Context: an optimization exercise on an open-source flow, tuned for small area. The choices shown serve that exercise and are no tape-out recipe. No functional check of the RTL was part of any run shown here. Power and IR drop assume default switching activity.

File: flow/run.sh
#!/bin/bash
# synth_recipe.tcl (not shown) runs the flow's synth.tcl, then flattens the netlist and writes it again
# the make line also repeats each setting of config.mk as NAME=value (left out here)
make -C /OpenROAD-flow-scripts/flow DESIGN_CONFIG=/design/flow/config.mk WORK_HOME=/design/flow/orfs CLKGATE_MAP_FILE= SYNTH_SCRIPT=/design/flow/synth_recipe.tcl finish
File: flow/design.v
module uart (
    input rst,
    input clk,
    input [1:0] t,
    input st_go,                 
    input [2:0] sel,             
    input [7:0] st_byte,
    input dma_pass,
    input dma_rx,                
    input [7:0] ptr_byte,
    input dma_done,              
    input txcap,                 
    input [7:0] tx_in,
    output [7:0] rd_byte,        
    output [7:0] ptr_tap,        
    output reg [7:0] rx_byte,
    output dma_req,
    output rx_need,
    input rx,
    output tx
);
reg [7:0] u0 [0:3];
reg [7:0] u1 [0:3];
reg [7:0] u2 [0:3];
reg [7:0] u3 [0:3];
reg [7:0] u4 [0:3];
reg [7:0] u5 [0:3];
wire [7:0] tx_start = u0[0];
wire [7:0] tx_end = u1[0];
wire [7:0] rx_start = u2[0];
wire [7:0] rx_end = u3[0];
wire [7:0] tx_ptr = u4[0];
wire [7:0] rx_ptr = u5[0];
reg tx_en, rx_en;
reg [1:0] clr_cnt;
wire clr = rst | (clr_cnt != 0);
reg ptrrst;                      
wire ptrrst_now = (t == 0) ? st_byte[5] : ptrrst;
wire st_cfg = st_go & (sel == 3'd0);
wire w0 = st_go & (sel == 3'd1);
wire w1 = st_go & (sel == 3'd2);
wire w2 = st_go & (sel == 3'd3);
wire w3 = st_go & (sel == 3'd4);
wire w4 = w0 | (dma_pass & ~dma_rx);
wire w5 = w2 | (st_cfg & ptrrst_now) | (dma_pass & dma_rx);
wire [7:0] d4 = dma_pass ? ptr_byte : st_byte;
wire [7:0] d5 = dma_pass ? ptr_byte : (st_cfg ? rx_start : st_byte);
integer k;
always @(posedge clk) begin
    for (k = 0; k < 3; k = k + 1) begin
        u0[k] <= u0[k+1];
        u1[k] <= u1[k+1];
        u2[k] <= u2[k+1];
        u3[k] <= u3[k+1];
        u4[k] <= u4[k+1];
        u5[k] <= u5[k+1];
    end
    u0[3] <= clr ? 8'd0 : w0 ? st_byte : u0[0];
    u1[3] <= clr ? 8'd0 : w1 ? st_byte : u1[0];
    u2[3] <= clr ? 8'd0 : w2 ? st_byte : u2[0];
    u3[3] <= clr ? 8'd0 : w3 ? st_byte : u3[0];
    u4[3] <= clr ? 8'd0 : w4 ? d4 : u4[0];
    u5[3] <= clr ? 8'd0 : w5 ? d5 : u5[0];
end
reg txeq_acc, rxeq_acc, tx_eq, rx_eq;
wire txeq_now = (tx_ptr == tx_end) & ((t == 0) | txeq_acc);
wire rxeq_now = (rx_ptr == rx_end) & ((t == 0) | rxeq_acc);
reg [9:0] txs;
reg [2:0] txc;
wire tx_busy = txs != 0;
wire tx_need = tx_en & ~tx_eq & ~tx_busy & ~txcap;
wire tx_done = tx_en & tx_eq & ~tx_busy & ~txcap;
assign tx = txs[0] | ~tx_busy;
reg rx_prev, rvalid;
reg [9:0] rs;
reg [2:0] rc;
wire rx_idle = rs[0];
wire rx_full = rx_en & rx_eq;
assign rx_need = rvalid;
assign dma_req = rvalid | tx_need;
assign ptr_tap = dma_rx ? rx_ptr : tx_ptr;
always @(*) rx_byte = rs[9:2];
always @(posedge clk) begin
    txeq_acc <= txeq_now;
    rxeq_acc <= rxeq_now;
    if (t == 2'd3) begin
        tx_eq <= txeq_now;
        rx_eq <= rxeq_now;
    end
    if (t == 0)
        ptrrst <= st_byte[5];
    if (rst) begin
        clr_cnt <= 2'd3;
        txs <= 10'd0;
        rx_prev <= 1'b1;
        rs[0] <= 1'b1;
        rvalid <= 0;
        tx_en <= 0;
        rx_en <= 0;
    end else begin
        if (clr_cnt != 0)
            clr_cnt <= clr_cnt - 1'b1;
        if (txcap) begin
            txs <= {1'b1, tx_in, 1'b0};
            txc <= 0;
        end else if (tx_busy && t == 0) begin
            txc <= txc + 1'b1;
            if (txc == 3'd7)
                txs <= {1'b0, txs[9:1]};
        end
        rx_prev <= rx;
        if (rx_idle) begin
            if (rx_prev & ~rx) begin
                rs <= 10'b1000000000;
                rc <= 0;
            end
        end else if (t == 0) begin
            rc <= rc + 1'b1;
            if (rc == 3'd3) begin
                rs <= {rx, rs[9:1]};
                if (rs[1])
                    rvalid <= rx_en & ~rx_eq;
            end
        end
        if (dma_done & dma_rx)
            rvalid <= 0;
        if (st_cfg && t == 0) begin
            tx_en <= st_byte[1];
            rx_en <= st_byte[2];
        end
    end
end
reg [7:0] rdb;
always @(*) begin
    case (sel)
        3'd0: rdb = (t == 0) ? {3'b0, rx_full, tx_done, rx_en, tx_en, 1'b0} : 8'd0;
        3'd1: rdb = tx_start;
        3'd2: rdb = tx_end;
        3'd3: rdb = rx_start;
        3'd4: rdb = rx_end;
        3'd5: rdb = rx_ptr;
        default: rdb = 8'd0;
    endcase
end
assign rd_byte = rdb;
endmodule
module bf8b (
    input rst,
    input clk,
    input rx,
    input [31:0] data_in,
    output [31:0] data_out,
    output [29:0] addr,
    output [3:0] wes,
    output tx
);
localparam P_FETCH = 2'd0;      
localparam P_EX    = 2'd1;      
localparam P_EX2   = 2'd2;      
localparam P_DMA   = 2'd3;      
localparam K_SLT   = 2'd0;
localparam K_SH    = 2'd1;
localparam K_LOAD  = 2'd2;
localparam K_STORE = 2'd3;
reg [1:0] t;
reg [1:0] pass;
reg [1:0] k2;
reg [29:0] pc;
reg [31:0] a;
reg [4:0] rlo;                   
reg [2:0] rf3;                   
reg c;                           
reg cc;                          
reg zacc;                        
reg flag;                        
reg dsel;                        
reg txcap;                       
reg pcinc;                       
reg uflag;                       
wire t0 = t == 2'd0;
wire t1 = t == 2'd1;
wire t3 = t == 2'd3;
wire [31:0] ir = data_in;
wire [4:0] opc = ir[6:2];
wire [2:0] f3 = ir[14:12];
wire [4:0] rd = ir[11:7];
wire [4:0] rs1 = ir[19:15];
wire [4:0] rs2 = ir[24:20];
wire is_load  = opc == 5'b00000;
wire is_opimm = opc == 5'b00100;
wire is_auipc = opc == 5'b00101;
wire is_store = opc == 5'b01000;
wire is_op    = opc == 5'b01100;
wire is_lui   = opc == 5'b01101;
wire is_br    = opc == 5'b11000;
wire is_jalr  = opc == 5'b11001;
wire is_jal   = opc == 5'b11011;
wire is_alu   = is_op | is_opimm;
wire is_slt   = is_alu & (f3[2:1] == 2'b01);
wire is_sh    = is_alu & (f3[1:0] == 2'b01);
reg [31:0] imm;
always @(*) begin
    if (is_store)
        imm = {{20{ir[31]}}, ir[31:25], ir[11:7]};
    else if (is_br)
        imm = {{19{ir[31]}}, ir[31], ir[7], ir[30:25], ir[11:8], 1'b0};
    else if (is_lui | is_auipc)
        imm = {ir[31:12], 12'b0};
    else if (is_jal)
        imm = {{11{ir[31]}}, ir[31], ir[19:12], ir[20], ir[30:21], 1'b0};
    else
        imm = {{20{ir[31]}}, ir[31:20]};
end
wire [7:0] immb = imm[8*t +: 8];
wire [4:0] rs2x = (pass == P_EX) ? rs2 : rlo;
reg [7:0] rf [1:31][0:3];
reg [7:0] p1, p2;
integer r, j;
always @(*) begin
    p1 = 8'd0;
    p2 = 8'd0;
    for (r = 1; r < 32; r = r + 1) begin
        p1 = p1 | ({8{rs1 == r}} & rf[r][0]);
        p2 = p2 | ({8{rs2x == r}} & rf[r][0]);
    end
end
reg wen;
reg [4:0] wreg;
reg [7:0] wbyte;
always @(posedge clk) begin
    for (r = 1; r < 32; r = r + 1) begin
        for (j = 0; j < 3; j = j + 1)
            rf[r][j] <= rf[r][j+1];
        rf[r][3] <= (wen && wreg == r) ? wbyte : rf[r][0];
    end
end
reg inc_a;                       
wire [29:0] inc = (inc_a ? a[31:2] : pc) + 1'b1;
wire [31:0] pcw = {pc, 2'b00};
wire [31:0] incw = {inc, 2'b00};
wire [7:0] pcb = pcw[8*t +: 8];
wire [7:0] incb = incw[8*t +: 8];
wire [7:0] uart_ptr;
wire in_dma = pass == P_DMA;
wire use_pc = is_auipc | is_jal | is_br;
wire [7:0] ain = in_dma ? uart_ptr : use_pc ? pcb : is_lui ? 8'd0 : p1;
wire [7:0] bin = in_dma ? 8'd0 : is_op ? p2 : immb;
wire sub = ~in_dma & is_op & ir[30] & (f3 == 3'b000);
wire cin = t0 ? (sub | in_dma) : c;
wire [8:0] sum = {1'b0, ain} + {1'b0, bin ^ {8{sub}}} + cin;
wire [7:0] cb = (is_op | is_br) ? p2 : immb;
wire ccin = t0 ? 1'b1 : cc;
wire [8:0] cdiff = {1'b0, p1} + {1'b0, ~cb} + ccin;
wire ltu = ~cdiff[8];
wire lt = ltu ^ p1[7] ^ cb[7];
wire eq = (p1 == cb) & (t0 | zacc);
wire cond = f3[2] ? (f3[1] ? ltu : lt) : eq;
wire taken = cond ^ f3[0];
wire left = ~f3[2];
wire [1:0] q = rlo[4:3];
wire [2:0] rr = rlo[2:0];
wire fill = ir[30] & flag;
wire [1:0] hi_i = left ? -q : q + 2'd1;
wire [1:0] lo_i = left ? ~q : q;
wire [7:0] hi_b = a[8*hi_i +: 8];
wire [7:0] lo_b = a[8*lo_i +: 8];
wire hi_ok = left ? (t >= q) : ({1'b0, t} + q < 3'd3);
wire lo_ok = left ? ({1'b0, t} >= q + 3'd1) : ({1'b0, t} + q < 3'd4);
wire [7:0] hi_v = hi_ok ? hi_b : {8{fill}};
wire [7:0] lo_v = lo_ok ? lo_b : {8{fill}};
wire [15:0] win = left ? {1'b0, hi_v, lo_v[7:1]} : {hi_v, lo_v};
wire [15:0] wsh = win >> (left ? ~rr : rr);
wire [7:0] shout = wsh[7:0];
reg [7:0] alub;
always @(*) begin
    case ({is_alu, f3})
        4'b1100: alub = p1 ^ bin;
        4'b1110: alub = p1 | bin;
        4'b1111: alub = p1 & bin;
        default: alub = sum[7:0];
    endcase
end
wire [1:0] aoff = a[1:0];
wire [1:0] lm = aoff + t;
wire [7:0] lraw = data_in[8*lm +: 8];
wire [1:0] sgn_i = aoff + {1'b0, rf3[0]};
wire lsgn = data_in[8*sgn_i + 7] & ~rf3[2];
wire lext = (rf3[1:0] == 2'b00) ? ~t0 : (rf3[1:0] == 2'b01) ? t[1] : 1'b0;
wire [7:0] ldb = lext ? {8{lsgn}} : lraw;
wire [1:0] lsz = (rf3[1:0] == 2'b00) ? 2'd0 : (rf3[1:0] == 2'b01) ? 2'd1 : 2'd3;
wire [1:0] tn = t + 2'd1;
wire [2:0] lnext = {1'b0, aoff} + {1'b0, (tn < lsz) ? tn : lsz};
wire uart_ea = sum[7:0] == 8'hFF && a[31:24] == 8'hFF && a[23:16] == 8'h00;
wire [2:0] sbyte = {1'b0, aoff} + {1'b0, t};
wire [2:0] ssize = (rf3[1:0] == 2'b00) ? 3'd1 : (rf3[1:0] == 2'b01) ? 3'd2 : 3'd4;
wire b3done = rf3[1:0] == 2'b10 && aoff == 2'd0;
wire st_now = {1'b0, t} < ssize && !(t3 && b3done);
wire [7:0] uart_rd;
wire [7:0] rx_byte;
wire dma_req, rx_need;
wire dma_rx = t0 ? rx_need : dsel;
wire k_uart = pass == P_EX2 && (k2 == K_LOAD || k2 == K_STORE) && uflag;
uart UART (
    .rst(rst),
    .clk(clk),
    .t(t),
    .st_go(k_uart && k2 == K_STORE),
    .sel(a[4:2]),
    .st_byte(p2),
    .dma_pass(in_dma),
    .dma_rx(dma_rx),
    .ptr_byte(sum[7:0]),
    .dma_done(in_dma & t3),
    .txcap(txcap),
    .tx_in(lraw),
    .rd_byte(uart_rd),
    .ptr_tap(uart_ptr),
    .rx_byte(rx_byte),
    .dma_req(dma_req),
    .rx_need(rx_need),
    .rx(rx),
    .tx(tx)
);
reg [1:0] npass;
reg [1:0] nk2;
reg pc_we;                       
reg [31:0] na;
reg [1:0] amux;                  
reg [3:0] wes_r;
reg [7:0] dbyte;
task automatic advance(input jump);
    begin
        pc_we = 1'b1;
        amux = jump ? 2'd3 : 2'd1;
        npass = dma_req ? P_DMA : P_EX;
    end
endtask
always @(*) begin
    npass = pass;
    nk2 = k2;
    pc_we = 1'b0;
    na = a;
    amux = 2'd0;
    inc_a = 1'b0;
    wes_r = 4'b0;
    wen = 1'b0;
    wreg = rd;
    wbyte = alub;
    dbyte = p2;
    case (pass)
        P_FETCH: begin
            if (t0 && pcinc) begin
                amux = 2'd1;
                pc_we = 1'b1;
            end
            if (t3)
                npass = dma_req ? P_DMA : P_EX;
        end
        P_EX: begin
            if (is_alu & (is_slt | is_sh)) begin
                na = {p1, a[31:8]};
                if (t3) begin
                    nk2 = is_slt ? K_SLT : K_SH;
                    npass = P_EX2;
                end
            end else if (is_alu | is_lui | is_auipc) begin
                wen = 1'b1;
                if (t3)
                    advance(1'b0);
            end else if (is_jal | is_jalr | is_br) begin
                na = {sum[7:0], a[31:8]};
                if (!is_br) begin
                    wen = 1'b1;
                    wbyte = incb;
                end
                if (t3)
                    advance(!is_br || taken);
            end else begin
                na = {sum[7:0], a[31:8]};
                if (t3) begin
                    nk2 = is_load ? K_LOAD : K_STORE;
                    npass = P_EX2;
                    if (is_load)
                        amux = 2'd3;
                    else if (f3[1:0] == 2'b10 && a[9:8] == 2'b00 && !uart_ea) begin
                        amux = 2'd3;
                        wes_r = 4'b1000;
                    end
                end
            end
        end
        P_EX2: begin
            case (k2)
                K_SLT: begin
                    wen = 1'b1;
                    wbyte = {7'b0, flag & t0};
                    if (t3)
                        advance(1'b0);
                end
                K_SH: begin
                    wen = 1'b1;
                    wbyte = shout;
                    na = {a[7:0], a[31:8]};
                    if (t3)
                        advance(1'b0);
                end
                K_LOAD: begin
                    wen = 1'b1;
                    wreg = rlo;
                    if (uflag)
                        wbyte = uart_rd;
                    else begin
                        wbyte = ldb;
                        if (!t3) begin
                            inc_a = lnext[2];
                            amux = lnext[2] ? 2'd1 : 2'd2;
                        end
                    end
                    if (t3)
                        advance(1'b0);
                end
                default: begin
                    if (!uflag && st_now) begin
                        inc_a = sbyte[2];
                        amux = sbyte[2] ? 2'd1 : 2'd2;
                        wes_r = 4'b0001 << sbyte[1:0];
                    end
                    if (t3) begin
                        if (!uflag && st_now)
                            npass = P_FETCH;     
                        else
                            advance(1'b0);
                    end
                end
            endcase
        end
        default: begin
            na = {uart_ptr, a[31:8]};
            if (t3) begin
                amux = 2'd3;
                if (dsel) begin
                    wes_r = 4'b0001 << a[9:8];
                    dbyte = rx_byte;
                end
                npass = P_FETCH;
            end
        end
    endcase
end
wire [29:0] ea = {in_dma ? uart_ptr : sum[7:0], a[31:10]};
assign addr = (amux == 2'd0) ? pc : (amux == 2'd1) ? inc : (amux == 2'd2) ? a[31:2] : ea;
assign wes = rst ? 4'b0 : wes_r;
assign data_out = {4{dbyte}};
always @(posedge clk) begin
    if (rst) begin
        t <= 2'd0;
        pass <= P_FETCH;
        pc <= 30'd0;
        txcap <= 1'b0;
        pcinc <= 1'b0;
    end else begin
        t <= t + 1'b1;
        pass <= npass;
        if (pc_we)
            pc <= addr;
        txcap <= in_dma && t3 && !dsel;
        if (pass == P_EX2 && k2 == K_STORE && t3 && !uflag && st_now)
            pcinc <= 1'b1;
        else if (pass == P_FETCH && t0)
            pcinc <= 1'b0;
    end
    k2 <= nk2;
    a <= na;
    c <= sum[8];
    cc <= cdiff[8];
    zacc <= eq;
    if (pass == P_EX && t3) begin
        flag <= is_slt ? (f3[0] ? ltu : lt) : p1[7];
        uflag <= uart_ea;
    end
    if (pass == P_EX) begin
        rf3 <= f3;
        if (is_load)
            rlo <= rd;
        else if (is_op & is_sh)
            rlo <= t0 ? p2[4:0] : rlo;
        else
            rlo <= rs2;
    end
    if (in_dma && t0)
        dsel <= rx_need;
end
endmodule
File: flow/constraint.sdc
create_clock -name core_clock -period 14.0 [get_ports {clk}]
set_input_delay 2.8000 -clock core_clock [delete_from_list [all_inputs] [get_ports {clk}]]
set_output_delay 2.8000 -clock core_clock [all_outputs]
set_load 0.01 [all_outputs]
File: flow/config.mk
export PLATFORM = sky130hd
export DESIGN_NAME = bf8b
export DESIGN_NICKNAME = bf8b
export VERILOG_FILES = /design/flow/design.v
export SDC_FILE = /design/flow/constraint.sdc
export NUM_CORES = 8
export LEC_CHECK = 0
export CAP_MARGIN = 20
export CORE_MARGIN = 2
export CORE_UTILIZATION = 35
export CTS_CLUSTER_DIAMETER = 90
export CTS_CLUSTER_SIZE = 35
export SLEW_MARGIN = 20
==> results of run 1 <==
[Yosys cell counts (62+ instances only)]
cell type,count
a21oi_1,153
a22oi_1,115
clkbuf_1,160
dfxtp_1,1243
edfxtp_1,62
mux2_2,167
mux2i_1,97
nand2_1,322
nand3_1,71
nor2_1,318
nor3_1,70
o21ai_0,176
[final timing paths]
path                             startpoint         to  slack (ps)
worst max-delay path            data_in[23]   addr[22]         210
worst min-delay path              rf[27][3]  rf[26][3]         300
worst max register to register      pass[0]      pc[7]        5800
worst min register to register    rf[27][3]  rf[26][3]         300
[flip-flops by register name, summed over array words and instances, names as in the netlist, 2 cells and up]
register,flops
UART.rs,10
UART.u2,32
UART.clr_cnt,2
UART.u4,32
UART.u3,32
pc,30
rf3,3
t,2
UART.rc,3
pass,2
rlo,5
a,32
UART.txc,3
k2,2
rf,992
UART.u1,32
UART.u5,32
UART.txs,10
UART.u0,32
[power by group]
group	leakage (uW)	internal [uW]	total, uW	switching [uW]
registers	0.0106	3750	3780	28.3
clock network	0.000830	780	1980	1200
logic	0.00720	154	537	383
[worst max-delay path, stage by stage]
cell and delay [ps]:
clkdlybuf4s50_1 710, nand3b_1 680, a22oi_1 500, a32oi_1 300, nand2_1 70, nor4_1 400
buf_4 210, or4b_2 670, o211ai_1 340, xor2_1 130, ha_1 460, a21oi_1 150
xnor2_1 790, and4_1 340, and4_4 260, o211ai_4 120, or3_1 370, a32o_1 350
or2_1 280, a311oi_1 420, clkdlybuf4s50_1 620
[layout make-up]
cell class | count | share of cell area
Antenna cell | 1 | 0.00004988
Multi-Input combinational cell | 2493 | 0.3461
Tap cell | 1742 | 0.04344
Timing Repair Buffer | 218 | 0.03791
Sequential cell | 1305 | 0.5331
Clock inverter | 19 | 0.006808
Clock buffer | 59 | 0.02773
Inverter | 65 | 0.004863
[per-layer routing]
layer	GRT usage	part of all wire	vias to the layer above	wire length, um
met5	0	0.00011	-	18
met4	0.1137	0.052	2	8686
met3	0.03795	0.079	367	13210
met2	0.3808	0.43	1694	72510
met1	0.3425	0.44	16330	73650
li1	-	-	14840	-
[repair_timing]
item                       in CTS  in global routing
resized for setup               0                  2
hold endpoints to repair        0                  0
setup endpoints to repair       0                 19
setup buffers                   0                  0
[through the flow]
step	util	setup slack, ps
3_3_place_gp	0.3754	325.4
5_1_grt	0.3889	46.61
2_1_floorplan	-	2526
4_1_cts	0.3889	344.6
3_5_place_dp	0.3754	364.1
6_report	0.3890	205.6
[kinds of logic (layout without fill, tap and decap cells)]
family / Yosys count / in the layout / synth area share
buffers and inverters: 314 / 361 / 0.03003
adder cells (fa/ha/maj): 61 / 61 / 0.01750
AND/OR/NAND/NOR: 1113 / 1113 / 0.1197
other: 0 / 1 / 0
AO/OA/AOI/OAI: 930 / 930 / 0.1454
multiplexers: 300 / 300 / 0.08028
flip-flops: 1305 / 1305 / 0.5899
XOR/XNOR: 89 / 89 / 0.01719
==> out/results.ini, run 1 <==
[floorplanning]
coreArea_um2 = 129000
num_rows = 132
dieArea_um2 = 132400
floorplan.die.height_um = 363.9
floorplan.die.width_um = 363.9
initial_utilization = 0.3515
ios = 102

[detailed_routing]
number_of_drc_markers_after_the_initial_detailed_route_iteration = 4018
detail_route.drc_violations = 0
dr.pass1.iters = 10
drt-wirelength-per-cell_um = 28.48
route.final.wire_length_um = 168100
detail_route.vias_per_cell = 5.631
number_of_antenna_violating_nets_in_the_routed_design = 0
dr_total_vias = 33230

[sta]
layout_worst_path_cycle_share = 0.9853
hold-worst-slack_ps = 295.4
rsz_0062_raised_after_global_routing = false
f_max_mhz = 72.49
maxSlewHeadroom = 0.1321
final-max-slew-violation-count = 0
worst-slew-pin-transition_ps = 1291
timing.clock.skew_ps = 44.57
timing_hold_violations_final = 0
setup_viol = 0
finalSetupTns_ps = 0
timing.final.crit_period_ps = 13790

[synth]
synth-edff-count = 62
syn_avg_cell_area_um2 = 11.03
synth_seq_area_share = 0.5899
synth_async_sr_flop_share = 0
yosys.area.top_type = dfxtp_1
yosys_most_used_dff = dfxtp_1
netlist_top_cells_area = dfxtp_1 (55%), mux2_2 (4.1%), edfxtp_1 (4.1%)
synthesis.yosys.warnings = 9
postSynthNetCount = 4208
synth-seq-cells = 1305
netlist_instances = 4112
total_standard_cell_area_after_synthesis_um2 = 45340
post-synth-top-area-fraction = 0.5489
yosysUniqueCellTypes = 107

[power]
report.power.total_uw = 6304
power.density_cell_area_nw_per_um2 = 125.6
p_leak_uw = 0.01860
power.ir.vdd_worst_v = 0.0001137

[clock_tree]
cts_made_buffers = 53
clk_root_buffer_cell = clkbuf_16
clock_insertion_delay_at_the_later_pin_of_the_skew_report_ps = 720
tritoncts = done
clkSinkCount = 1305
h-tree-depth = 2
cts_max_path_buffers = 3
hold_buffers = 0
clkSlewWorstSetupHoldPaths_ps = 120

[outcome]
status = no timing/DRC/antenna violations

[setup_path]
arrival_ps = 10990
worstPathMaxFanout = 11
required_ps = 11200
worst_r2r_path_depth = 22
worstSetupStartpointType = input port
critical_path.endpoint_type = primary output
worst_setup_path_type = input port to primary output

[global_route]
global_route_usage_over_all_layers = 0.2479
grt_pass1_wl_um = 236700
pin_count_of_the_biggest_net_entering_global_routing = 53
grt.overflow.total = 0
first_global_vias = 30920
antenna_violations_before_repair = 7

[layout]
final_common_cell = dfxtp_1
finish.cell_count_without_fillers = 5902
mostFrequentLayoutCells = dfxtp_1 (1242), nand2_1 (320), nor2_1 (318), o21ai_0 (175), mux2_2 (167)
regArea_um2 = 26750
post-route-cell-area_um2 = 50170
final_nets = 4232
fraction_of_final_layout_cells_sized_beyond_drive_strength_1 = 0.1161
num-fill-cells = 12530
area_delta_synth_final_pct = 10.66
multi_input_comb_area_um2 = 17360

[placed_design]
place_area_um2 = 48430
place_congestion = 1.026
dpl.cell_count = 5823
dp_hpwl_um = 125800
port_buffers = 101

[min_path]
worstHoldPathCells = 0
hp-class = register to register

[flow_run]
max_capacitance_violation_total = 0

==> run 2: changes to the inputs <==
--- a/flow/config.mk
+++ b/flow/config.mk
@@ -8,6 +8,6 @@
 export CAP_MARGIN = 20
 export CORE_MARGIN = 2
 export CORE_UTILIZATION = 35
-export CTS_CLUSTER_DIAMETER = 90
-export CTS_CLUSTER_SIZE = 35
+export CTS_CLUSTER_DIAMETER = 120
+export CTS_CLUSTER_SIZE = 28
 export SLEW_MARGIN = 20
==> run 2 against run 1 <==
Compared with the run above: power shrank 0.33%; setup slack gained 4.0 ps; core utilization is essentially flat; combinational power is essentially flat; sequential share of layout area is essentially flat; critical path type unchanged; routed wire length grew 0.41%; critical path depth is the same; sequential power is essentially flat; hold slack gained 9.0 ps; sequential cell count is the same; still clean on timing, DRC and antenna; register-to-register slack gained 60 ps.
==> out/results.ini, run 2 <==
[outcome]
status = no timing/DRC/antenna violations

[synth]
post_synth_and_or_nand_nor_area_fraction = 0.1197
count_leader_synth = dfxtp_1
synthesis.yosys.warnings = 9
synth_top_family_by_area = compound AO/OA/AOI/OAI gates
yosys.area.top_type = dfxtp_1
netlist_instances = 4112
commonest_cells_in_the_synthesized_netlist = dfxtp_1 (1243), nand2_1 (322), nor2_1 (318)
synthAdderAreaFrac = 0.01750
synth_area_in_compound_gates = 0.1454
postSynthNetCount = 4208
netlist_top_cells_area = dfxtp_1 (55%), mux2_2 (4.1%), edfxtp_1 (4.1%)
synth.area.mux_share = 0.08028
yosys_most_used_dff = dfxtp_1
syn_avg_cell_area_um2 = 11.03
total_standard_cell_area_after_synthesis_um2 = 45340
synth_async_sr_flop_share = 0
synth-edff-count = 62
post-synth-top-area-fraction = 0.5489
synth-seq-cells = 1305
yosysUniqueCellTypes = 107
synthesized_area_fraction_occupied_by_xor_and_xnor_cells = 0.01719
synth_seq_area_share = 0.5899

[sta]
worst-slew-pin-transition_ps = 1274
finalSetupTns_ps = 0
f_max_mhz = 72.51
layout_worst_path_cycle_share = 0.9850
hold-worst-slack_ps = 304.5
timing.final.crit_period_ps = 13790
timing_hold_violations_final = 0
final-max-slew-violation-count = 0
timing.clock.skew_ps = 37.29
maxSlewHeadroom = 0.1437
setup_viol = 0
rsz_0062_raised_after_global_routing = false

[floorplanning]
floorplan.die.height_um = 363.9
dieArea_um2 = 132400
num_rows = 132
initial_utilization = 0.3515
coreArea_um2 = 129000
floorplan.die.width_um = 363.9
ios = 102

[setup_path]
worst_path_most_repeated_cell = clkdlybuf4s50_1
r2r_setup_slack_ps = 5860
worst_r2r_path_depth = 22
required_ps = 11200
critical_path.endpoint_type = primary output
worst_setup_path_type = input port to primary output
worst-path-stages = 21
crit_slowest_cell = xnor2_1
arrival_ps = 10990
timing.critical_path.cells = clkdlybuf4s50_1 -> nand3b_1 -> a22oi_1 -> a32oi_1 -> nand2_1 -> nor4_1 -> buf_4 -> or4b_2 -> o211ai_1 -> xor2_1 -> ha_1 -> a21oi_1 -> xnor2_1 -> and4_1 -> and4_4 -> o211ai_4 -> or3_1 -> a32o_1 -> or2_1 -> a311oi_1 -> clkdlybuf4s50_1
worstSetupStartpointType = input port
worst_stage_delay_on_the_critical_path_ps = 810
timing.critical_path.max_delay_family = simple AND/OR/NAND/NOR gates
worstPathMaxFanout = 11
crit_buf_inv = 3

[power]
report.power.total_uw = 6283
p_sw_frac = 0.2544
power.density_cell_area_nw_per_um2 = 125.3
clock_power_share = 0.312
p_leak_uw = 0.01859
cellInternalPower_uw = 4685
power.ir.vdd_worst_v = 0.0001003
power.sequential.fraction = 0.602
part_of_the_total_power_dissipated_in_combinational_logic = 0.086
p_switching_uw = 1598

[clock_tree]
hold_buffers = 0
cts_max_path_buffers = 3
clk_root_buffer_cell = clkbuf_16
cts_post_setup_buffers_inserted = 0
post_cts.resized_instances = 0
tritoncts = done
h-tree-depth = 2
clkSinkCount = 1305
clkSlewWorstSetupHoldPaths_ps = 100
cts_made_buffers = 57
clock_insertion_delay_at_the_later_pin_of_the_skew_report_ps = 710

[detailed_routing]
dr.pass1.iters = 8
dr_total_vias = 33180
detail_route.drc_violations = 0
number_of_drc_markers_after_the_initial_detailed_route_iteration = 3968
drt-wirelength-per-cell_um = 28.59
route.final.wire_length_um = 168800
detail_route.vias_per_cell = 5.622
number_of_antenna_violating_nets_in_the_routed_design = 0

[layout]
final_nets = 4236
flip_flop_count_of_the_largest_register_after_layout = 992
area_delta_synth_final_pct = 10.58
mostFrequentLayoutCells = dfxtp_1 (1242), nand2_1 (320), nor2_1 (318), o21ai_0 (175), mux2_2 (167)
num-fill-cells = 12530
top_register = rf
final_common_cell = dfxtp_1
fraction_of_final_layout_cells_sized_beyond_drive_strength_1 = 0.1157

[global_route]
antenna_violations_before_repair = 6
grt_pass1_wl_um = 237300
global_route_usage_over_all_layers = 0.2485
first_global_vias = 31050
grt.overflow.total = 0
pin_count_of_the_biggest_net_entering_global_routing = 53

[min_path]
worstHoldPathCells = 0
hp-class = register to register

[placed_design]
place_congestion = 1.026
port_buffers = 101
dp_hpwl_um = 125800

[flow_run]
max_capacitance_violation_total = 0

-- run 2: cell families (layout without fill, tap and decap cells) --
| group | Yosys count | count (layout) |
|---|---|---|
| flops | 1305 | 1305 |
| xor+xnor | 89 | 89 |
| other cells | 0 | 2 |
| compound gates | 930 | 930 |
| mux | 300 | 300 |
| simple gates | 1113 | 1113 |
| fa+ha+maj | 61 | 61 |
| buf+inv | 314 | 361 |
-- run 2: final timing paths --
kind,to,from
max,addr[22],data_in[23]
min,rf[24][3],rf[25][3]
max reg2reg,pc[7],pass[0]
min reg2reg,rf[24][3],rf[25][3]
-- run 2: metal layers --
| layer | vias up | track usage | part of all wire |
|---|---|---|---|
| met5 | - | 0 | 0.000089 |
| li1 | 14880 | - | - |
| met2 | 1676 | 0.3826 | 0.43 |
| met3 | 368 | 0.03947 | 0.079 |
| met4 | 2 | 0.1122 | 0.051 |
| met1 | 16260 | 0.3424 | 0.44 |
-- run 2: worst reg2reg max path: stages (launching register included) --
cell,delay (ps)
dfxtp_1,480
ha_2,670
nand3b_1,630
nand2_1,380
and2_0,430
a221o_1,440
a2111oi_1,780
buf_4,300
nand2_1,80
mux2_2,270
nand2_1,230
xor2_1,190
ha_1,410
o21ai_0,170
nand3b_1,130
nand3_1,110
or3_1,420
a41o_1,280
a311o_1,450
nor3_4,410
buf_4,340
a2bb2oi_1,300
a311oi_1,130
-- run 2: layout make-up --
cell class	count	area (um2)	share of cell area
inverter	65	244.0	0.004867
clock buffer	64	1463	0.02918
clock inverter	14	229.0	0.004567
tap	1742	2180	0.04348
antenna	2	5.005	0.00009983
multi-input combinational	2493	17360	0.3463
timing repair buffer	218	1902	0.03794
sequential	1305	26750	0.5335
-- run 2: per-stage QoR --
step	utilization	instances	cell area, um2	worst slack (ps)
after floorplan	-	4112	45340	2526
after CTS	0.3885	5901	50120	344.6
after detailed placement	0.3754	5823	48430	364.1
after global routing	0.3886	5901	50130	46.62
after global placement	0.3754	5823	48430	325.4
final	0.3887	5903	50130	209.7
-- run 2: power groups by stage --
stage / clock network (uW) / logic (uW) / registers (uW)
floorplan: 0 / 301 / 3850
global placement: 0 / 525 / 3870
detailed placement: 0 / 523 / 3870
CTS: 2020 / 525 / 3780
global route: 2140 / 564 / 3780
finish: 1960 / 539 / 3780
==> run 3: changes to the inputs <==
--- a/flow/config.mk
+++ b/flow/config.mk
@@ -8,6 +8,6 @@
 export CAP_MARGIN = 20
 export CORE_MARGIN = 2
 export CORE_UTILIZATION = 35
-export CTS_CLUSTER_DIAMETER = 120
-export CTS_CLUSTER_SIZE = 28
+export CTS_CLUSTER_DIAMETER = 100
+export CTS_CLUSTER_SIZE = 24
 export SLEW_MARGIN = 20
==> run 3 against run 2 <==
Compared with the run above: setup slack better by 13 ps; synthesized cell count did not move; hold slack worse by 15 ps; core utilization rose by 0.26 points; sequential power about the same; combinational power hardly changed; sequential cell count unchanged; cell area rose by 0.66%; first-iteration DRC count up 4.1%; maximum frequency is essentially flat; critical path depth up 1.
==> out/results.ini, run 3 <==
[floorplanning]
ios = 102
floorplan.die.width_um = 363.9
floorplan.die.height_um = 363.9
initial_utilization = 0.3515
num_rows = 132
dieArea_um2 = 132400
coreArea_um2 = 129000

[outcome]
status = no timing/DRC/antenna violations

[layout]
post-route-cell-area_um2 = 50460
area_delta_synth_final_pct = 11.30
final_common_cell = dfxtp_1
mostFrequentLayoutCells = dfxtp_1 (1242), nand2_1 (320), nor2_1 (318), o21ai_0 (175), mux2_2 (167)
final_nets = 4247
num-fill-cells = 12540
flip_flop_count_of_the_largest_register_after_layout = 992
insertedDiodeCount = 0
top_register = rf
fraction_of_final_layout_cells_sized_beyond_drive_strength_1 = 0.1186

[flow_run]
max_capacitance_violation_total = 0

[placed_design]
dp_hpwl_um = 125800
dp_slack_ps = 364.1
port_buffers = 101
place_area_um2 = 48430
place_congestion = 1.026

[global_route]
global_route_usage_over_all_layers = 0.2499
grt.overflow.total = 0
first_global_vias = 31040
antenna_violations_before_repair = 6
grt_pass1_wl_um = 237800
pin_count_of_the_biggest_net_entering_global_routing = 53

[synth]
synth-edff-count = 62
syn_avg_cell_area_um2 = 11.03
total_standard_cell_area_after_synthesis_um2 = 45340
synth.area.mux_share = 0.08028
synth_async_sr_flop_share = 0
post-synth-top-area-fraction = 0.5489
synth_area_in_compound_gates = 0.1454
netlist_instances = 4112
synth_seq_area_share = 0.5899
yosysUniqueCellTypes = 107
post_synth_and_or_nand_nor_area_fraction = 0.1197
yosys.area.top_type = dfxtp_1
synthAdderAreaFrac = 0.01750
synthesized_area_fraction_occupied_by_xor_and_xnor_cells = 0.01719
synth_top_family_by_area = compound AO/OA/AOI/OAI gates
synthesis.yosys.warnings = 9
synth-seq-cells = 1305
netlist_top_cells_area = dfxtp_1 (55%), mux2_2 (4.1%), edfxtp_1 (4.1%)
commonest_cells_in_the_synthesized_netlist = dfxtp_1 (1243), nand2_1 (322), nor2_1 (318)
yosys_most_used_dff = dfxtp_1
count_leader_synth = dfxtp_1
postSynthNetCount = 4208

[min_path]
hp-class = register to register

[detailed_routing]
route.final.wire_length_um = 169100
drt-wirelength-per-cell_um = 28.60
detail_route.vias_per_cell = 5.656
number_of_antenna_violating_nets_in_the_routed_design = 0
dr_total_vias = 33450
dr.pass1.iters = 9
number_of_drc_markers_after_the_initial_detailed_route_iteration = 4130
detail_route.drc_violations = 0

[sta]
maxSlewHeadroom = 0.1945
layout_worst_path_cycle_share = 0.9841
timing.clock.skew_ps = 48.77
worst_setup_slack_after_layout_ps = 222.9
setup_viol = 0
final-max-slew-violation-count = 0
worst-slew-pin-transition_ps = 1204
finalSetupTns_ps = 0
rsz_0062_raised_after_global_routing = false
f_max_mhz = 72.58
timing.final.crit_period_ps = 13780
timing_hold_violations_final = 0

[setup_path]
critical_path.endpoint_type = primary output
worstPathMaxFanout = 15
worstSetupStartpointType = input port
required_ps = 11200
arrival_ps = 10980
worst_setup_path_type = input port to primary output

[clock_tree]
clk_root_buffer_cell = clkbuf_16
cts_made_buffers = 68
tritoncts = done
clock_insertion_delay_at_the_later_pin_of_the_skew_report_ps = 720
cts_max_path_buffers = 3
cts_post_setup_buffers_inserted = 0
clkSlewWorstSetupHoldPaths_ps = 90
h-tree-depth = 3
clkSinkCount = 1305

[power]
power.ir.vdd_worst_v = 0.0001190
p_leak_uw = 0.01876
power.density_cell_area_nw_per_um2 = 128.4

## run 3: final timing paths
path / slack, ps / cells past startpoint / start / to
hold / removal: 290 / 0 / rf[110][0] / rf[109][0]
setup reg to reg: 5910 / 22 / pass[0] / pc[7]
setup / recovery: 220 / 22 / data_in[24] / addr[22]
hold reg to reg: 290 / 0 / rf[110][0] / rf[109][0]
## run 3: per-layer routing
layer	vias up	routed length [um]	global-route usage
met5	-	13	0
met4	2	8636	0.1129
met3	370	12910	0.04447
met2	1695	73090	0.3825
met1	16500	74480	0.3433
li1	14890	-	-
## run 3: kinds of logic after synthesis
| kind of cell | count (synthesis) |
|---|---|
| buffers and inverters | 314 |
| flip-flops | 1305 |
| XOR/XNOR | 89 |
| AND/OR/NAND/NOR | 1113 |
| adder cells (fa/ha/maj) | 61 |
| multiplexers | 300 |
| AO/OA/AOI/OAI | 930 |
## run 3: area by class of cell
cell class / instances / area (um2) / area share
sequential: 1305 / 26750 / 0.5300
multi-input combinational: 2493 / 17360 / 0.3441
tap: 1742 / 2180 / 0.04319
timing repair buffer: 218 / 1902 / 0.03769
clock buffer: 76 / 1795 / 0.03558
inverter: 65 / 244.0 / 0.004835
clock inverter: 15 / 231.5 / 0.004587
## run 3: through the flow
stage | hold WS [ps] | utilization | power, uW | cells
2_1_floorplan | 309.6 | - | 4148 | 4112
3_3_place_gp | 309.5 | 0.3754 | 4391 | 5823
3_5_place_dp | 312.1 | 0.3754 | 4389 | 5823
4_1_cts | 289.4 | 0.3911 | 6521 | 5914
5_1_grt | 291.7 | 0.3912 | 6699 | 5914
6_report | 289.1 | 0.3912 | 6481 | 5914
## run 3: what timing repair did
| item | CTS | global route |
|---|---|---|
| resized for setup | 0 | 2 |
| setup endpoints to repair | 0 | 19 |
| hold buffers | 0 | 0 |
## run 3: report_power, final
group / leakage [uW] / switching (uW) / internal (uW)
logic: 0.00720 / 383 / 154
clock network: 0.000985 / 1220 / 948
registers: 0.0106 / 28.4 / 3750
## run 3: worst max-delay path: stages
cell             delay (ps)
clkdlybuf4s50_1         890
nand4_1                 360
nand2_1                 370
buf_4                   320
a32oi_1                 210
nand2_1                  70
nor4_1                  400
buf_4                   210
or4b_2                  670
o211ai_1                350
xor2_1                  130
ha_1                    460
a21oi_1                 160
xnor2_1                 790
and4_1                  340
and4_4                  260
o211ai_4                120
or3_1                   360
a32o_1                  350
or2_1                   290
a311oi_1                420
clkdlybuf4s50_1         620
==> run 4: changes to the inputs <==
--- a/flow/config.mk
+++ b/flow/config.mk
@@ -7,7 +7,7 @@
 export LEC_CHECK = 0
 export CAP_MARGIN = 20
 export CORE_MARGIN = 2
-export CORE_UTILIZATION = 35
-export CTS_CLUSTER_DIAMETER = 100
-export CTS_CLUSTER_SIZE = 24
+export CORE_UTILIZATION = 50
+export CTS_CLUSTER_DIAMETER = 40
+export CTS_CLUSTER_SIZE = 25
 export SLEW_MARGIN = 20
==> run 4 against run 3 <==
Compared with the run above: still clean; count of clock-buffer cells in the layout up 49; routed wire length down 0.42%; critical path depth up 2; sequential share of layout area down 1.7 points; die area down 30%; first-iteration DRC count unchanged; synthesized area unchanged; hold slack better by 14 ps; largest cell class unchanged.
==> out/results.ini, run 4 <==
[layout]
fraction_of_final_layout_cells_sized_beyond_drive_strength_1 = 0.1463
final_nets = 4295
mostFrequentLayoutCells = dfxtp_1 (1242), nand2_1 (321), nor2_1 (318), o21ai_0 (175), mux2_2 (167)
multi_input_comb_area_um2 = 17380
layout.core_utilization = 0.5801
flip_flop_count_of_the_largest_register_after_layout = 992
final_common_cell = dfxtp_1
top_register = rf
num-fill-cells = 7568
regArea_um2 = 26750
area_delta_synth_final_pct = 14.99
finish.cell_count_without_fillers = 5483

[sta]
setup_viol = 0
finalSetupTns_ps = 0
maxSlewHeadroom = 0.1791
final-max-slew-violation-count = 0
worst-slew-pin-transition_ps = 1227
timing_hold_violations_final = 0
timing.clock.skew_ps = 32.68
layout_worst_path_cycle_share = 0.9842
hold-worst-slack_ps = 303.3
f_max_mhz = 72.57
timing.final.crit_period_ps = 13780
rsz_0062_raised_after_global_routing = false

[setup_path]
worst_setup_path_type = input port to primary output
r2r_setup_slack_ps = 5900
setup.worst_path.end = addr[19]
worstPathMaxFanout = 19
worst_r2r_path_depth = 23
worst-path-stages = 24
worstReg2RegEnd = pc[19]
worst_setup_path_startpoint = data_in[22]
worstSetupStartpointType = input port
crit_slowest_cell = a2111oi_1
required_ps = 11200
timing.critical_path.max_delay_family = compound AO/OA/AOI/OAI gates
arrival_ps = 10980
critical_path.endpoint_type = primary output
timing.critical_path.cells = clkdlybuf4s50_1 -> nand3b_1 -> a22oi_2 -> a22oi_1 -> nand4_1 -> a2111oi_1 -> buf_4 -> nand2_1 -> mux2_2 -> nand2_1 -> xor2_1 -> ha_1 -> o21ai_0 -> o21ba_2 -> nor3_1 -> buf_4 -> and4_4 -> o211ai_4 -> or3_1 -> a32o_1 -> buf_4 -> o21bai_1 -> a32o_1 -> clkdlybuf4s50_1
worst_path_most_repeated_cell = buf_4
worst_stage_delay_on_the_critical_path_ps = 850
crit_buf_inv = 5
r2r-start = pass[0]

[synth]
total_standard_cell_area_after_synthesis_um2 = 45340
synthesis.yosys.warnings = 9
yosys_most_used_dff = dfxtp_1
postSynthNetCount = 4208
synth-seq-cells = 1305
commonest_cells_in_the_synthesized_netlist = dfxtp_1 (1243), nand2_1 (322), nor2_1 (318)
count_leader_synth = dfxtp_1
synth_async_sr_flop_share = 0
post-synth-top-area-fraction = 0.5489
syn_avg_cell_area_um2 = 11.03
netlist_instances = 4112
synth_seq_area_share = 0.5899
synth-edff-count = 62
yosys.area.top_type = dfxtp_1
yosysUniqueCellTypes = 107
netlist_top_cells_area = dfxtp_1 (55%), mux2_2 (4.1%), edfxtp_1 (4.1%)

[clock_tree]
post_cts.resized_instances = 0
cts_made_buffers = 118
clkSlewWorstSetupHoldPaths_ps = 80
cts_post_setup_buffers_inserted = 0
clkSinkCount = 1305
cts_max_path_buffers = 3
h-tree-depth = 3
hold_buffers = 0
clk_root_buffer_cell = clkbuf_16
tritoncts = done
clock_insertion_delay_at_the_later_pin_of_the_skew_report_ps = 740

[detailed_routing]
route.final.wire_length_um = 168400
detail_route.vias_per_cell = 6.231
dr.pass1.iters = 8
number_of_drc_markers_after_the_initial_detailed_route_iteration = 4130
drt-wirelength-per-cell_um = 30.72
detail_route.drc_violations = 0
number_of_antenna_violating_nets_in_the_routed_design = 0
dr_total_vias = 34170

[global_route]
grt.overflow.total = 0
antenna_violations_before_repair = 7
first_global_vias = 31890
grt_pass1_wl_um = 238100
pin_count_of_the_biggest_net_entering_global_routing = 53
global_route_usage_over_all_layers = 0.3559

[power]
power.ir.vdd_worst_v = 0.0001587
p_leak_uw = 0.01984
power.density_cell_area_nw_per_um2 = 149.8

[floorplanning]
ios = 102
floorplan.die.height_um = 305.1
floorplan.die.width_um = 305.1
coreArea_um2 = 89870
initial_utilization = 0.5045
dieArea_um2 = 93100
num_rows = 110

[placed_design]
dp_hpwl_um = 124400
dpl.cell_count = 5254
port_buffers = 101
place_congestion = 1.071

[min_path]
hp-class = register to register
min_from = UART.u2[3][0]

[flow_run]
max_capacitance_violation_total = 0

[outcome]
status = no timing/DRC/antenna violations

==> run 4: cell counts after synthesis <==
No cell type changed its count.
==> run 4: layout make-up <==
type | count | area share
Clock buffer | 125 | 0.05813
Clock inverter | 101 | 0.02654
Inverter | 65 | 0.004680
Tap cell | 1176 | 0.02822
Multi-Input combinational cell | 2493 | 0.3334
Antenna cell | 2 | 0.00009600
Sequential cell | 1305 | 0.5130
Timing Repair Buffer | 216 | 0.03585
==> run 4: metal layers <==
| metal | routed length, um | vias up | track usage |
|---|---|---|---|
| met4 | 12360 | 4 | 0.2263 |
| li1 | - | 15130 | - |
| met1 | 67500 | 16540 | 0.4544 |
| met5 | 30 | - | 0 |
| met3 | 14780 | 529 | 0.08240 |
| met2 | 73750 | 1964 | 0.5445 |
==> run 4: power by group <==
group	internal, uW	total [uW]	leakage [uW]	switching, uW
registers	3750	3770	0.0106	22.9
logic	156	541	0.00716	385
clock network	1840	3500	0.00211	1660
==> run 4: kinds of logic after synthesis <==
logic type               Yosys count  synth area share
flip-flops                      1305            0.5899
AND/OR/NAND/NOR                 1113            0.1197
AO/OA/AOI/OAI                    930            0.1454
buffers and inverters            314           0.03003
multiplexers                     300           0.08028
XOR/XNOR                          89           0.01719
adder cells (fa/ha/maj)           61           0.01750
==> run 4: worst min-delay path by stage <==
stage	end	slack, ps	cells past startpoint
2_1_floorplan	UART.u0[0][0]	310	0
3_3_place_gp	rf[49][0]	310	0
3_5_place_dp	rf[20][3]	310	0
4_1_cts	rf[30][2]	290	0
5_1_grt	rf[30][2]	290	0
6_report	UART.u2[2][0]	300	0
==> run 4: per-stage QoR <==
| stage | total power [uW] | setup slack, ps | cell area [um2] |
|---|---|---|---|
| after floorplan | 4148 | 2526 | 45340 |
| after global placement | 4386 | 634.0 | 47700 |
| after detailed placement | 4386 | 500.4 | 47700 |
| after CTS | 7854 | 416.6 | 52110 |
| after global routing | 8039 | 94.25 | 52130 |
| final | 7811 | 221.0 | 52140 |
==> run 5: changes to the inputs <==
--- a/flow/design.v
+++ b/flow/design.v
@@ -65,21 +65,20 @@
 reg txeq_acc, rxeq_acc, tx_eq, rx_eq;
 wire txeq_now = (tx_ptr == tx_end) & ((t == 0) | txeq_acc);
 wire rxeq_now = (rx_ptr == rx_end) & ((t == 0) | rxeq_acc);
-reg [9:0] txs;
-reg [2:0] txc;
-wire tx_busy = txs != 0;
+reg [8:0] txs;
+reg [3:0] txcnt;
+reg [4:0] txbaud;
+wire tx_busy = txcnt != 0;
 wire tx_need = tx_en & ~tx_eq & ~tx_busy & ~txcap;
 wire tx_done = tx_en & tx_eq & ~tx_busy & ~txcap;
-assign tx = txs[0] | ~tx_busy;
-reg rx_prev, rvalid;
-reg [9:0] rs;
-reg [2:0] rc;
-wire rx_idle = rs[0];
+assign tx = txs[0];
+reg rx_prev, ract, rvalid;
+reg [4:0] rbaud;
+reg [3:0] rbit;
 wire rx_full = rx_en & rx_eq;
 assign rx_need = rvalid;
 assign dma_req = rvalid | tx_need;
 assign ptr_tap = dma_rx ? rx_ptr : tx_ptr;
-always @(*) rx_byte = rs[9:2];
 always @(posedge clk) begin
     txeq_acc <= txeq_now;
     rxeq_acc <= rxeq_now;
@@ -91,9 +90,10 @@
         ptrrst <= st_byte[5];
     if (rst) begin
         clr_cnt <= 2'd3;
-        txs <= 10'd0;
+        txs <= 9'h1ff;
+        txcnt <= 0;
         rx_prev <= 1'b1;
-        rs[0] <= 1'b1;
+        ract <= 0;
         rvalid <= 0;
         tx_en <= 0;
         rx_en <= 0;
@@ -101,25 +101,33 @@
         if (clr_cnt != 0)
             clr_cnt <= clr_cnt - 1'b1;
         if (txcap) begin
-            txs <= {1'b1, tx_in, 1'b0};
-            txc <= 0;
-        end else if (tx_busy && t == 0) begin
-            txc <= txc + 1'b1;
-            if (txc == 3'd7)
-                txs <= {1'b0, txs[9:1]};
+            txs <= {tx_in, 1'b0};
+            txcnt <= 4'd10;
+            txbaud <= 0;
+        end else if (tx_busy) begin
+            txbaud <= txbaud + 1'b1;
+            if (txbaud == 5'd31) begin
+                txs <= {1'b1, txs[8:1]};
+                txcnt <= txcnt - 1'b1;
+            end
         end
         rx_prev <= rx;
-        if (rx_idle) begin
+        if (!ract) begin
             if (rx_prev & ~rx) begin
-                rs <= 10'b1000000000;
-                rc <= 0;
+                ract <= 1'b1;
+                rbaud <= 0;
+                rbit <= 0;
             end
-        end else if (t == 0) begin
-            rc <= rc + 1'b1;
-            if (rc == 3'd3) begin
-                rs <= {rx, rs[9:1]};
-                if (rs[1])
+        end else begin
+            rbaud <= rbaud + 1'b1;
+            if (rbaud == 5'd15) begin
+                rbit <= rbit + 1'b1;
+                if (rbit != 0)
+                    rx_byte <= {rx, rx_byte[7:1]};
+                if (rbit == 4'd8) begin
+                    ract <= 0;
                     rvalid <= rx_en & ~rx_eq;
+                end
             end
         end
         if (dma_done & dma_rx)
--- a/flow/config.mk
+++ b/flow/config.mk
@@ -7,7 +7,5 @@
 export LEC_CHECK = 0
 export CAP_MARGIN = 20
 export CORE_MARGIN = 2
-export CORE_UTILIZATION = 50
-export CTS_CLUSTER_DIAMETER = 40
-export CTS_CLUSTER_SIZE = 25
+export CORE_UTILIZATION = 35
 export SLEW_MARGIN = 20
==> run 5 against run 4 <==
Compared with the run above: sequential cell count increased by 10; first-iteration DRC count decreased by 2.3%; sequential share of layout area increased by 0.060 points; synthesized cell count increased by 2.3%; core utilization decreased by 17 points; critical endpoint is now addr[20]; largest cell class unchanged; largest power group unchanged.
==> out/results.ini, run 5 <==
[power]
clock_power_share = 0.420
part_of_the_total_power_dissipated_in_combinational_logic = 0.089
p_leak_uw = 0.01994
cellInternalPower_uw = 5891
power.sequential.fraction = 0.491
power.ir.vdd_worst_v = 0.0001172
p_sw_frac = 0.2528
p_switching_uw = 1993
power.density_cell_area_nw_per_um2 = 149.9

[sta]
worst-slew-pin-transition_ps = 1235
setup_viol = 0
final-max-slew-violation-count = 0
layout_worst_path_cycle_share = 0.9696
maxSlewHeadroom = 0.1768
timing.clock.skew_ps = 62.12
timing_hold_violations_final = 0
f_max_mhz = 73.67
finalSetupTns_ps = 0
rsz_0062_raised_after_global_routing = false
timing.final.crit_period_ps = 13570

[synth]
yosys.area.top_type = dfxtp_1
post_synth_and_or_nand_nor_area_fraction = 0.1259
synth-seq-cells = 1315
commonest_cells_in_the_synthesized_netlist = dfxtp_1 (1246), nand2_1 (352), nor2_1 (340)
synthAdderAreaFrac = 0.01856
netlist_top_cells_area = dfxtp_1 (55%), edfxtp_1 (4.6%), nand2_1 (2.9%)
synth_seq_area_share = 0.5947
synthesis.yosys.warnings = 9
postSynthNetCount = 4305
synth_area_in_compound_gates = 0.1460
synth-edff-count = 69
synthesized_area_fraction_occupied_by_xor_and_xnor_cells = 0.01675
synth.area.mux_share = 0.06605
total_standard_cell_area_after_synthesis_um2 = 45430
post-synth-top-area-fraction = 0.5491
count_leader_synth = dfxtp_1
syn_avg_cell_area_um2 = 10.80
synth_top_family_by_area = compound AO/OA/AOI/OAI gates
netlist_instances = 4205
yosysUniqueCellTypes = 109
yosys_most_used_dff = dfxtp_1
synth_async_sr_flop_share = 0

[layout]
mostFrequentLayoutCells = dfxtp_1 (1245), nand2_1 (352), nor2_1 (338), o21ai_0 (248), a21oi_1 (203)
finish.cell_count_without_fillers = 6148
final_common_cell = dfxtp_1
flip_flop_count_of_the_largest_register_after_layout = 992
top_register = rf
fraction_of_final_layout_cells_sized_beyond_drive_strength_1 = 0.1241
final_nets = 4409
area_delta_synth_final_pct = 15.79

[clock_tree]
clk_root_buffer_cell = clkbuf_16
tritoncts = done
clock_insertion_delay_at_the_later_pin_of_the_skew_report_ps = 770
clkSlewWorstSetupHoldPaths_ps = 60
clkSinkCount = 1315
hold_buffers = 0
cts_post_setup_buffers_inserted = 0
cts_max_path_buffers = 3
post_cts.resized_instances = 0
h-tree-depth = 3
cts_made_buffers = 121

[setup_path]
worstPathMaxFanout = 19
crit_slowest_cell = clkdlybuf4s50_1
crit_buf_inv = 4
worst_r2r_path_depth = 26
required_ps = 11200
worstSetupStartpointType = input port
r2r-start = pass[1]
critical_path.endpoint_type = primary output
worst-path-stages = 26
worst_stage_delay_on_the_critical_path_ps = 800
r2r_setup_slack_ps = 6030
worst_setup_path_type = input port to primary output
worstReg2RegEnd = rf[31][6]
arrival_ps = 10770
timing.critical_path.max_delay_family = simple AND/OR/NAND/NOR gates

[detailed_routing]
number_of_drc_markers_after_the_initial_detailed_route_iteration = 4035
number_of_antenna_violating_nets_in_the_routed_design = 0
dr_total_vias = 34030
drt-wirelength-per-cell_um = 28.29
detail_route.drc_violations = 0
dr.pass1.iters = 9
detail_route.vias_per_cell = 5.535
route.final.wire_length_um = 174000

[floorplanning]
ios = 102
floorplan.die.height_um = 364.3
floorplan.die.width_um = 364.3
coreArea_um2 = 129200
num_rows = 132
dieArea_um2 = 132700
initial_utilization = 0.3517

[global_route]
pin_count_of_the_biggest_net_entering_global_routing = 61
global_route_usage_over_all_layers = 0.2568
first_global_vias = 32200
grt.overflow.total = 0
antenna_violations_before_repair = 9
met1_global_route_usage = 0.3421
grt_pass1_wl_um = 243800
gr-max-usage-layer = met2
met3_usage = 0.04898
global_route.usage.met2 = 0.4002

[flow_run]
max_capacitance_violation_total = 0

[min_path]
hold_end = rf[70][3]
min_from = rf[71][3]
worstHoldPathCells = 0
hp-class = register to register

[placed_design]
port_buffers = 101
dp_hpwl_um = 128300
place_congestion = 0.9974
dpl.cell_count = 5928

[outcome]
status = no timing/DRC/antenna violations

-- run 5: worst register-to-register path, cell delays in order (launching register included) --
cell and delay, ps:
dfxtp_1 460, inv_1 110, ha_1 190, buf_4 280, or3b_2 600, a22oi_2 980, a22oi_1 230, nand4_1 140
nor2_1 100, nand3_1 210, nand2_1 80, o21ai_0 90, nand2_1 160, xor2_1 240, fa_1 470, inv_1 110
fa_1 230, nor2b_1 80, o31a_1 290, o21a_1 200, o21ai_0 670, a211oi_1 170, a31oi_1 490, o31ai_1 210
nor4_2 230, buf_4 510, o21ai_0 320
-- run 5: per-stage QoR --
| stage | utilization | hold WS, ps | instance area [um2] | power (uW) | worst slack (ps) |
|---|---|---|---|---|---|
| floorplan | - | 309.6 | 45430 | 4318 | 2826 |
| global placement | 0.3759 | 309.5 | 48550 | 4643 | 722.4 |
| detailed placement | 0.3760 | 312.1 | 48560 | 4642 | 717.4 |
| CTS | 0.4072 | 295.3 | 52590 | 7933 | 687.7 |
| global route | 0.4072 | 296.5 | 52590 | 8133 | 132.9 |
| finish | 0.4073 | 297.0 | 52600 | 7884 | 425.3 |
-- run 5: worst max-delay path by stage --
stage / endpoint / from / slack, ps
after floorplan: addr[3] / data_in[22] / 2830
after global placement: addr[20] / data_in[15] / 720
after detailed placement: addr[20] / data_in[22] / 720
after CTS: addr[20] / data_in[22] / 690
after global routing: addr[20] / data_in[22] / 130
final: addr[20] / data_in[22] / 430
-- run 5: layout make-up --
cell class | count | area, um2
fillers | 12440 | 76550
flip-flops and latches | 1315 | 27020
multi-input cells | 2560 | 17070
clock buffers | 175 | 3525
well taps | 1742 | 2180
repair buffers | 234 | 1999
clock inverters | 40 | 506.7
inverters | 77 | 289.0
diodes | 5 | 12.51
-- run 5: power by group through the flow --
stage          registers (uW)  clock network [uW]  logic (uW)
2_1_floorplan            3910                   0         409
5_1_grt                  3870                3520         743
3_5_place_dp             3950                   0         692
6_report                 3870                3310         705
3_3_place_gp             3950                   0         693
4_1_cts                  3870                3370         695
-- run 5: cell families (layout without fill, tap and decap cells) --
| kind of cell | after synthesis | in the layout |
|---|---|---|
| flops | 1315 | 1315 |
| simple gates | 1190 | 1190 |
| compound gates | 980 | 980 |
| buf+inv | 330 | 526 |
| mux | 239 | 239 |
| xor+xnor | 86 | 86 |
| fa+ha+maj | 65 | 65 |
| other cells | 0 | 5 |
-- run 5: layer usage --
metal  share of wire  routed length [um]  vias up
met5         0.00025                  44        -
met4           0.055                9564        8
met3           0.079               13690      444
met2            0.44               76170     1787
met1            0.43               74490    16530
li1                -                   -    15260
==> run 6: changes to the inputs <==
--- a/flow/config.mk
+++ b/flow/config.mk
@@ -8,4 +8,5 @@
 export CAP_MARGIN = 20
 export CORE_MARGIN = 2
 export CORE_UTILIZATION = 35
+export CTS_BUF_LIST = sky130_fd_sc_hd__clkbuf_4
 export SLEW_MARGIN = 20
==> run 6 against run 5 <==
Compared with the run above: synthesized area unchanged; critical path depth down 1; clock skew grew 140 ps; die area is the same; count of clock-buffer cells in the layout rose by 299; maximum frequency is 1.0% higher; synthesized cell count unchanged; first-iteration DRC count decreased by 4.9%; sequential share of layout area about the same; combinational power is 0.6% higher.
==> out/results.ini, run 6 <==
[global_route]
global_route_usage_over_all_layers = 0.2599
antenna_violations_before_repair = 9
first_global_vias = 33940
grt.overflow.total = 0
grt_pass1_wl_um = 247000
pin_count_of_the_biggest_net_entering_global_routing = 61

[synth]
synthesis.yosys.warnings = 9
synth_async_sr_flop_share = 0
netlist_instances = 4205
postSynthNetCount = 4305
commonest_cells_in_the_synthesized_netlist = dfxtp_1 (1246), nand2_1 (352), nor2_1 (340)
synth-seq-cells = 1315
synth_seq_area_share = 0.5947
post-synth-top-area-fraction = 0.5491
yosysUniqueCellTypes = 109
yosys.area.top_type = dfxtp_1
total_standard_cell_area_after_synthesis_um2 = 45430
synth-edff-count = 69
netlist_top_cells_area = dfxtp_1 (55%), edfxtp_1 (4.6%), nand2_1 (2.9%)
syn_avg_cell_area_um2 = 10.80
yosys_most_used_dff = dfxtp_1
count_leader_synth = dfxtp_1

[setup_path]
timing.critical_path.max_delay_family = compound AO/OA/AOI/OAI gates
required_ps = 11200
worst_r2r_path_depth = 26
worstPathMaxFanout = 19
crit_buf_inv = 4
crit_slowest_cell = clkdlybuf4s50_1
arrival_ps = 10640
r2r-start = pass[1]
critical_path.endpoint_type = primary output
worstSetupStartpointType = input port
r2r_setup_slack_ps = 6100
worst_setup_path_type = input port to primary output
worst_stage_delay_on_the_critical_path_ps = 1110
worstReg2RegEnd = rf[31][6]

[layout]
top_register = rf
final_common_cell = dfxtp_1
final_nets = 4618
post-route-cell-area_um2 = 52570
area_delta_synth_final_pct = 15.71
fraction_of_final_layout_cells_sized_beyond_drive_strength_1 = 0.1800
mostFrequentLayoutCells = dfxtp_1 (1245), clkbuf_4 (474), nand2_1 (352), nor2_1 (338), o21ai_0 (248)
flip_flop_count_of_the_largest_register_after_layout = 992

[clock_tree]
h-tree-depth = 5
clkSinkCount = 1315
clock_insertion_delay_at_the_later_pin_of_the_skew_report_ps = 1340
cts_max_path_buffers = 4
clkSlewWorstSetupHoldPaths_ps = 70
tritoncts = done
hold_buffers = 0
clk_root_buffer_cell = clkbuf_4
cts_made_buffers = 330
post_cts.resized_instances = 0
cts_post_setup_buffers_inserted = 0

[power]
power.ir.vdd_worst_v = 0.0001081
power.density_cell_area_nw_per_um2 = 145.8
p_leak_uw = 0.02034

[floorplanning]
dieArea_um2 = 132700
num_rows = 132
ios = 102
initial_utilization = 0.3517
floorplan.die.height_um = 364.3
coreArea_um2 = 129200
floorplan.die.width_um = 364.3

[placed_design]
port_buffers = 101
place_area_um2 = 48560
place_congestion = 0.9974
dp_slack_ps = 717.4
dp_hpwl_um = 128300

[detailed_routing]
dr.pass1.iters = 8
dr_total_vias = 35020
number_of_antenna_violating_nets_in_the_routed_design = 0
drt-wirelength-per-cell_um = 27.06
route.final.wire_length_um = 175400
detail_route.vias_per_cell = 5.402
number_of_drc_markers_after_the_initial_detailed_route_iteration = 3838
detail_route.drc_violations = 0

[sta]
timing.final.crit_period_ps = 13440
rsz_0062_raised_after_global_routing = false
worst_setup_slack_after_layout_ps = 561.1
final-max-slew-violation-count = 0
worst-slew-pin-transition_ps = 1179
layout_worst_path_cycle_share = 0.9599
setup_viol = 0
finalSetupTns_ps = 0
timing.clock.skew_ps = 197.5
timing_hold_violations_final = 0
f_max_mhz = 74.41
maxSlewHeadroom = 0.2114

[min_path]
worstHoldPathCells = 0
hold_end = rf[32][4]
hp-class = register to register
min_from = rf[33][4]

[outcome]
status = no timing/DRC/antenna violations

[flow_run]
max_capacitance_violation_total = 0

run 6: changes by cell type in the layout (fill, tap and decap cells not counted), sizes merged:
| cell | delta |
|---|---|
| clkinvlp | -2 |
| diode | +13 |
| inv | -7 |
| clkinv | +32 |
| clkbuf | +299 |
run 6: worst register-to-register path, cell delays in order (launching register included):
cell and delay, ps:
dfxtp_1 450, inv_1 110, ha_1 190, buf_4 290
or3b_2 600, a22oi_2 910, a22oi_1 220, nand4_1 140
nor2_1 100, nand3_1 210, nand2_1 80, o21ai_0 90
nand2_1 160, xor2_1 240, fa_1 470, inv_1 110
fa_1 220, nor2b_1 70, o31a_1 290, o21a_1 200
o21ai_0 640, a211oi_1 160, a31oi_1 520, o31ai_1 220
nor4_2 220, buf_4 560, o21ai_0 310
run 6: worst max path at each step:
stage,from,end,slack (ps),cells after the start
5_1_grt,data_in[22],addr[20],140,27
2_1_floorplan,data_in[22],addr[3],2830,27
6_report,data_in[15],addr[20],560,25
3_5_place_dp,data_in[22],addr[20],720,27
4_1_cts,data_in[22],addr[20],690,27
3_3_place_gp,data_in[15],addr[20],720,25
run 6: final cells by class:
| type | count | area (um2) |
|---|---|---|
| fill | 12650 | 76590 |
| sequential | 1315 | 27020 |
| multi-input combinational | 2560 | 17070 |
| clock buffer | 474 | 3558 |
| tap | 1742 | 2180 |
| timing repair buffer | 234 | 1999 |
| clock inverter | 63 | 405.4 |
| inverter | 77 | 289.0 |
| antenna | 18 | 45.04 |
run 6: cells by family (layout without fill, tap and decap cells):
group / count (synthesis) / count (layout) / synth area share
buf+inv: 330 / 848 / 0.03206
mux: 239 / 239 / 0.06605
fa+ha+maj: 65 / 65 / 0.01856
flops: 1315 / 1315 / 0.5947
compound gates: 980 / 980 / 0.1460
other cells: 0 / 18 / 0
xor+xnor: 86 / 86 / 0.01675
simple gates: 1190 / 1190 / 0.1259
run 6: layer usage:
layer  vias up  GRT usage  part of all wire
li1      15870          -                 -
met1     16970     0.3387              0.43
met2      1734     0.4027              0.44
met3       441    0.05618             0.073
met4         6     0.1378             0.053
met5         -          0           0.00020
run 6: power by group:
| part | leakage (uW) | internal (uW) | switching, uW |
|---|---|---|---|
| combinational | 0.00730 | 213 | 496 |
| sequential | 0.0107 | 3810 | 59.7 |
| clock | 0.00238 | 1650 | 1440 |
| total | 0.0203 | 5670 | 1990 |
run 6: per-stage QoR:
step	std cells	power [uW]	hold slack (ps)	utilization
after floorplan	4205	4318	309.6	-
after global placement	5928	4643	309.5	0.3759
after detailed placement	5928	4642	312.1	0.3760
after CTS	6465	7738	189.0	0.4067
after global routing	6471	7983	236.4	0.4068
final	6483	7666	227.0	0.4070

[port drivers added, routing unchanged]
Ports are ideal in the flow. The routed layouts listed here were re-timed in OpenROAD.
Step 1, drivers: a clkbuf_16 drives clk and a buf_2 each remaining input, both assumed.
Step 2 moves the port delays by t, midway between the first and last clock arrival at a register: inputs arrive t later, outputs are due t later. That takes back most of the time a late clock gives input paths.
Three values: ideal ports, drivers, drivers and shift; two values: the first two.
run	t, ns	setup slack, ns	pins driven straight from the clock port
run 1	0.769	0.206 / 0.182 / 0.181	1
run 2	0.768	0.210 / 0.186 / 0.186	1
run 3	0.766	0.223 / 0.192 / 0.192	1
run 4	0.788	0.221 / 0.183 / 0.183	1
run 5	0.815	0.425 / 0.398 / 0.398	1
run 6	1.308	0.561 / 0.533 / 0.533	1
After both steps every run listed still meets setup and hold. For run 4, which loses most, drivers alone change the setup slack by -0.038 ns; drivers and shift together by -0.038 ns.
